Background: an optimization exercise with open tools, aiming at small area, a short achievable clock period and few clock cycles. Do not read the settings as production practice.
Function was checked by simulation only, so behaviour that the tests miss may differ from the original.

## job 101
Design processor, start of the top module:
module processor(input            clk,
                 input            rst,         
                 output [7:0]     mem_addr,
                 output           mem_we,
                 output [7:0]     mem_wdata,
                 input  [7:0]     mem_rdata,   
                 output           halted,
                 output [7:0]     v0
                );
    reg  [7:0] ar;         
    reg        mv;         
    reg  [7:0] ir;         
    reg  [31:0] sel;       
    reg        xv;         
    reg  [7:0] acc;
    reg  [7:0] b;          
    reg  [4:0] rw;         
    reg  [1:0] opw;        
    reg        wv;         
    reg        we_q;
    reg  [7:0] wd_q;
    reg        d1;         
    reg        ld1, ld2;   
    reg        halt_q;
    reg  [7:0] pm;         
    reg        mp, xp;     
    reg        bv;         
    reg  [7:0] btb_nx, btb_tgt;    
    reg        chk;        
    reg  [7:0] wq;         
    reg  [4:0] rw2;        
    reg        rv2;        
    reg        fwdb;       
    reg        accfix;     
    wire [2:0] op = ir[7:5];
    wire [4:0] ri = ir[4:0];
    wire       mis = chk & (wd_q != btb_tgt);
    wire       ex0 = xv & ~halt_q & ~mis;
    wire [7:0] rr, wres;
    wire       wen = rv2 & ~halt_q;
    shiftregs regfile(rr, v0, sel, rw2, wq, wen, clk, rst);
    wire [7:0] acc_e = accfix ? wq : acc;
    wire [7:0] b_e   = fwdb ? wq : b;
    alu wb(wres, acc_e, b_e, opw);
    wire [7:0] rv  = (rv2 & (rw2 == ri)) ? wq : rr;
    wire       whz = wv & (rw == ri);        
    wire       p31 = (wv & (rw == 5'd31)) | (rv2 & (rw2 == 5'd31));
    wire is_acm  = (op == 3'd0);
    wire is_acmi = (op == 3'd1);
    wire is_bnz  = (op == 3'd4);
    wire is_lw   = (op == 3'd7);
  ...
For scale: about 1200 cells after synthesis, roughly 390 flip-flops, roughly 16000 sq um of cells after synthesis.
==> module shiftregs, before the edit <==
module shiftregs(output [7:0] data_out,
                 output [7:0] v0,        
                 input  [31:0] rsel,     
                 input  [4:0] waddr,
                 input  [7:0] data_in,
                 input        enable,
                 input        clk,
                 input        rst
                );
    wire [7:0] q [0:31];
    wire [7:0] wd0  = rst ? 8'h00 : data_in;
    wire [7:0] wdsp = rst ? 8'hFF : data_in;
    genvar i;
    generate
        for (i = 0; i < 32; i = i + 1) begin : r
            reg [7:0] d;
            always @(posedge clk)
                if (rst | (enable & (waddr == i)))
                    d <= (i == 29) ? wdsp : wd0;
            assign q[i] = d;
        end
    endgenerate
    reg [7:0] rd;
    integer k;
    always @(*) begin
        rd = 8'h00;
        for (k = 0; k < 32; k = k + 1)
            rd = rd | ({8{rsel[k]}} & q[k]);
    end
    assign data_out = rd;
    assign v0 = q[1];
endmodule
==> module processor, before the edit <==
module processor(input            clk,
                 input            rst,         
                 output [7:0]     mem_addr,
                 output           mem_we,
                 output [7:0]     mem_wdata,
                 input  [7:0]     mem_rdata,   
                 output           halted,
                 output [7:0]     v0
                );
    reg  [7:0] ar;         
    reg        mv;         
    reg  [7:0] ir;         
    reg  [31:0] sel;       
    reg        xv;         
    reg  [7:0] acc;
    reg  [7:0] b;          
    reg  [4:0] rw;         
    reg  [1:0] opw;        
    reg        wv;         
    reg        we_q;
    reg  [7:0] wd_q;
    reg        d1;         
    reg        ld1, ld2;   
    reg        halt_q;
    reg  [7:0] pm;         
    reg        mp, xp;     
    reg        bv;         
    reg  [7:0] btb_nx, btb_tgt;    
    reg        chk;        
    reg  [7:0] wq;         
    reg  [4:0] rw2;        
    reg        rv2;        
    reg        fwdb;       
    reg        accfix;     
    wire [2:0] op = ir[7:5];
    wire [4:0] ri = ir[4:0];
    wire       mis = chk & (wd_q != btb_tgt);
    wire       ex0 = xv & ~halt_q & ~mis;
    wire [7:0] rr, wres;
    wire       wen = rv2 & ~halt_q;
    shiftregs regfile(rr, v0, sel, rw2, wq, wen, clk, rst);
    wire [7:0] acc_e = accfix ? wq : acc;
    wire [7:0] b_e   = fwdb ? wq : b;
    alu wb(wres, acc_e, b_e, opw);
    wire [7:0] rv  = (rv2 & (rw2 == ri)) ? wq : rr;
    wire       whz = wv & (rw == ri);        
    wire       p31 = (wv & (rw == 5'd31)) | (rv2 & (rw2 == 5'd31));
    wire is_acm  = (op == 3'd0);
    wire is_acmi = (op == 3'd1);
    wire is_bnz  = (op == 3'd4);
    wire is_lw   = (op == 3'd7);
    wire is_sw   = (op == 3'd6);
    wire wr_op   = (op == 3'd2) | (op == 3'd3) | (op == 3'd5);
    wire rp    = ex0 & ((whz & (is_bnz | is_sw)) | (is_sw & p31));    
    wire ex    = ex0 & ~rp;
    wire anz   = |acc_e;
    wire taken = ex & is_bnz & anz & ~xp;                  
    wire ptake = ex & is_bnz & anz & xp;                   
    wire memop = ex & op[2] & op[1];
    wire seqfx = ex & xp & ~(is_bnz & anz) & ~memop;       
    wire [7:0] pcx1 = xp ? btb_nx : pm;
    wire [7:0] pcx  = pcx1 - 8'd1;
    wire [7:0] ar1  = ar + 8'd1;
    wire hit   = bv & (ar1 == btb_nx);
    wire halt_set = rv2 & ~halt_q & (rw2 == 5'd31) & (|wq);
    assign mem_addr  = ar;
    assign mem_we    = we_q;
    assign mem_wdata = wd_q;
    assign halted    = halt_q;
    always @(posedge clk) begin
        ir   <= mem_rdata;
        sel  <= 32'd1 << mem_rdata[4:0];
        wd_q <= rv;
        b    <= ld2 ? mem_rdata : (ex & (is_bnz | memop)) ? pcx1 : rv;
        opw  <= ld2 ? 2'b11 : {op[2], op[2] ^ op[0]};
        if (xv) rw <= ri;
        wq   <= wres;
        rw2  <= rw;
        fwdb <= whz & xv & wr_op;
        pm   <= ar;
        mp   <= hit;
        xp   <= mp;
        if (taken) begin
            btb_nx  <= pm;
            btb_tgt <= rv;
        end else if (mis) begin
            btb_tgt <= wd_q;
        end
        if (rst) begin
            ar     <= 8'd0;
            mv     <= 1'b0;
            xv     <= 1'b0;
            acc    <= 8'd0;
            wv     <= 1'b0;
            we_q   <= 1'b0;
            d1     <= 1'b0;
            ld1    <= 1'b0;
            ld2    <= 1'b0;
            halt_q <= 1'b0;
            rv2    <= 1'b0;
            accfix <= 1'b0;
            bv     <= 1'b0;
            chk    <= 1'b0;
        end else begin
            ar     <= d1 ? b : mis ? wd_q : rp ? pcx : taken ? rv : seqfx ? pcx1 :
                      memop ? acc_e : hit ? btb_tgt : ar1;
            mv     <= ~(mis | rp | taken | seqfx | memop | d1);
            xv     <= mv & ~(mis | rp | taken | seqfx | memop);
            if (taken) bv <= 1'b1;
            chk    <= ptake;
            acc    <= (ex & is_acm)  ? rv :
                      (ex & is_acmi) ? {{3{ri[4]}}, ri} : acc_e;
            accfix <= ex & is_acm & whz;
            rv2    <= wv;
            wv     <= (ex & (wr_op | (is_bnz & anz))) | ld2;
            we_q   <= ex & is_sw;
            d1     <= memop;
            ld1    <= memop & is_lw;
            ld2    <= ld1;
            halt_q <= halt_q | halt_set;
        end
    end
endmodule
Settings: LEC_CHECK=0, CAP_MARGIN=20, CORE_MARGIN=2, CORE_UTILIZATION=60, CTS_BUF_LIST=sky130_fd_sc_hd__clkbuf_16, CTS_CLUSTER_DIAMETER=100, CTS_CLUSTER_SIZE=22, PLACE_DENSITY=0.7, SETUP_SLACK_MARGIN=3.5, SLEW_MARGIN=20; clock period 6.0 ns.
run.sh (not shown) runs the stock make flow with config.mk's settings and CLKGATE_MAP_FILE= SYNTH_SCRIPT=/design/flow/synth_recipe.tcl, a recipe that flattens the netlist after the stock synthesis.
Testbench counts of job 101, summed over its fixed seeds: cycles 30,636.
Relative to job 101, the following input files were edited for job 102:
==> flow/design.v, changed modules only <==
module shiftregs(output [7:0] data_out,
                 output [7:0] v0,        
                 input  [3:0] rsel_hi,   
                 input  [7:0] rsel_lo,   
                 input  [4:0] waddr,
                 input  [7:0] data_in,
                 input        enable,
                 input        clk,
                 input        rst
                );
    wire [7:0] q [0:31];
    wire [7:0] wd0  = rst ? 8'h00 : data_in;
    wire [7:0] wdsp = rst ? 8'hFF : data_in;
    genvar i;
    generate
        for (i = 0; i < 32; i = i + 1) begin : r
            reg [7:0] d;
            always @(posedge clk)
                if (rst | (enable & (waddr == i)))
                    d <= (i == 29) ? wdsp : wd0;
            assign q[i] = d;
        end
    endgenerate
    reg [7:0] rd;
    integer k;
    always @(*) begin
        rd = 8'h00;
        for (k = 0; k < 32; k = k + 1)
            rd = rd | ({8{rsel_hi[k / 8] & rsel_lo[k % 8]}} & q[k]);
    end
    assign data_out = rd;
    assign v0 = q[1];
endmodule
module processor(input            clk,
                 input            rst,         
                 output [7:0]     mem_addr,
                 output           mem_we,
                 output [7:0]     mem_wdata,
                 input  [7:0]     mem_rdata,   
                 output           halted,
                 output [7:0]     v0
                );
    reg  [7:0] ar;         
    reg        mv;         
    reg  [7:0] ir;         
    reg  [3:0] sel_hi;     
    reg  [7:0] sel_lo;     
    reg        xv;         
    reg  [7:0] acc;
    reg  [7:0] b;          
    reg  [4:0] rw;         
    reg  [1:0] opw;        
    reg        wv;         
    reg        we_q;
    reg  [7:0] wd_q;
    reg        d1;         
    reg        ld1, ld2;   
    reg        halt_q;
    reg  [7:0] pm;         
    reg        mp, xp;     
    reg        bv;         
    reg  [7:0] btb_nx, btb_tgt;    
    reg        chk;        
    reg  [7:0] wq;         
    reg  [4:0] rw2;        
    reg        rv2;        
    reg        fwdb;       
    reg        accfix;     
    wire [2:0] op = ir[7:5];
    wire [4:0] ri = ir[4:0];
    wire       mis = chk & (wd_q != btb_tgt);
    wire       ex0 = xv & ~halt_q & ~mis;
    wire [7:0] rr, wres;
    wire       wen = rv2 & ~halt_q;
    shiftregs regfile(rr, v0, sel_hi, sel_lo, rw2, wq, wen, clk, rst);
    wire [7:0] acc_e = accfix ? wq : acc;
    wire [7:0] b_e   = fwdb ? wq : b;
    alu wb(wres, acc_e, b_e, opw);
    wire [7:0] rv  = (rv2 & (rw2 == ri)) ? wq : rr;
    wire       whz = wv & (rw == ri);        
    wire       p31 = (wv & (rw == 5'd31)) | (rv2 & (rw2 == 5'd31));
    wire is_acm  = (op == 3'd0);
    wire is_acmi = (op == 3'd1);
    wire is_bnz  = (op == 3'd4);
    wire is_lw   = (op == 3'd7);
    wire is_sw   = (op == 3'd6);
    wire wr_op   = (op == 3'd2) | (op == 3'd3) | (op == 3'd5);
    wire rp    = ex0 & ((whz & (is_bnz | is_sw)) | (is_sw & p31));    
    wire ex    = ex0 & ~rp;
    wire anz   = |acc_e;
    wire taken = ex & is_bnz & anz & ~xp;                  
    wire ptake = ex & is_bnz & anz & xp;                   
    wire memop = ex & op[2] & op[1];
    wire seqfx = ex & xp & ~(is_bnz & anz) & ~memop;       
    wire [7:0] pcx1 = xp ? btb_nx : pm;
    wire [7:0] pcx  = pcx1 - 8'd1;
    wire [7:0] ar1  = ar + 8'd1;
    wire hit   = bv & (ar1 == btb_nx);
    wire halt_set = rv2 & ~halt_q & (rw2 == 5'd31) & (|wq);
    assign mem_addr  = ar;
    assign mem_we    = we_q;
    assign mem_wdata = wd_q;
    assign halted    = halt_q;
    always @(posedge clk) begin
        ir   <= mem_rdata;
        sel_hi <= 4'b0001 << mem_rdata[4:3];
        sel_lo <= 8'b0000_0001 << mem_rdata[2:0];
        wd_q <= rv;
        b    <= ld2 ? mem_rdata : (ex & (is_bnz | memop)) ? pcx1 : rv;
        opw  <= ld2 ? 2'b11 : {op[2], op[2] ^ op[0]};
        if (xv) rw <= ri;
        wq   <= wres;
        rw2  <= rw;
        fwdb <= whz & xv & wr_op;
        pm   <= ar;
        mp   <= hit;
        xp   <= mp;
        if (taken) begin
            btb_nx  <= pm;
            btb_tgt <= rv;
        end else if (mis) begin
            btb_tgt <= wd_q;
        end
        if (rst) begin
            ar     <= 8'd0;
            mv     <= 1'b0;
            xv     <= 1'b0;
            acc    <= 8'd0;
            wv     <= 1'b0;
            we_q   <= 1'b0;
            d1     <= 1'b0;
            ld1    <= 1'b0;
            ld2    <= 1'b0;
            halt_q <= 1'b0;
            rv2    <= 1'b0;
            accfix <= 1'b0;
            bv     <= 1'b0;
            chk    <= 1'b0;
        end else begin
            ar     <= d1 ? b : mis ? wd_q : rp ? pcx : taken ? rv : seqfx ? pcx1 :
                      memop ? acc_e : hit ? btb_tgt : ar1;
            mv     <= ~(mis | rp | taken | seqfx | memop | d1);
            xv     <= mv & ~(mis | rp | taken | seqfx | memop);
            if (taken) bv <= 1'b1;
            chk    <= ptake;
            acc    <= (ex & is_acm)  ? rv :
                      (ex & is_acmi) ? {{3{ri[4]}}, ri} : acc_e;
            accfix <= ex & is_acm & whz;
            rv2    <= wv;
            wv     <= (ex & (wr_op | (is_bnz & anz))) | ld2;
            we_q   <= ex & is_sw;
            d1     <= memop;
            ld1    <= memop & is_lw;
            ld2    <= ld1;
            halt_q <= halt_q | halt_set;
        end
    end
endmodule
There was hardly any difference in via density per instance between job 102 and job 101.
Overall routed net length: job 102 vs job 101 down 3.9%
Job 102 vs. job 101: total clock buffers created by CTS dropped 1; met1 capacity usage during global routing dropped 2.3 points; design area climbed about 0.46%.
Job 102 and job 101 ended up with nearly the same fraction of the cycle the final worst path needs.
Job 101 reports its type of the worst setup path as reg2out while job 102 reports reg2reg.
The count of unique library cells instantiated by Yosys number comes out higher for job 102 vs job 101.
Testbench counts of job 102, summed over its fixed seeds: cycles 30,636.

## static timing again, ports no longer ideal
How much do the figures lean on ideal ports? The routed layouts below were timed once more, with nothing changed but the port constraints. Step 1 assumes that a clkbuf_16 drives the clock port and a buf_2 every other input. Step 2 also shifts input and output timing later by t, the mid clock arrival at the registers, as if the neighbouring blocks saw the same clock. a / b / c = ideal ports / drivers / drivers and shift; a / b = the first two.
| run | t (ns) | slack for setup (ns) | latest minus earliest clock arrival (ns) | worst register clock-pin slew, ns | pins driven straight from the clock port |
|---|---|---|---|---|---|
| job 101 | 0.565 | 3.477 / 3.429 / 3.073 | 0.015 / 0.016 | 0.09 / 0.09 | 1 |
| job 102 | 0.571 | 3.486 / 3.483 / 2.974 | 0.022 / 0.021 | 0.09 / 0.09 | 1 |
After both steps every run listed still meets setup and hold. For job 102, which loses most, drivers alone change the setup slack by -0.003 ns; drivers and shift together by -0.512 ns.
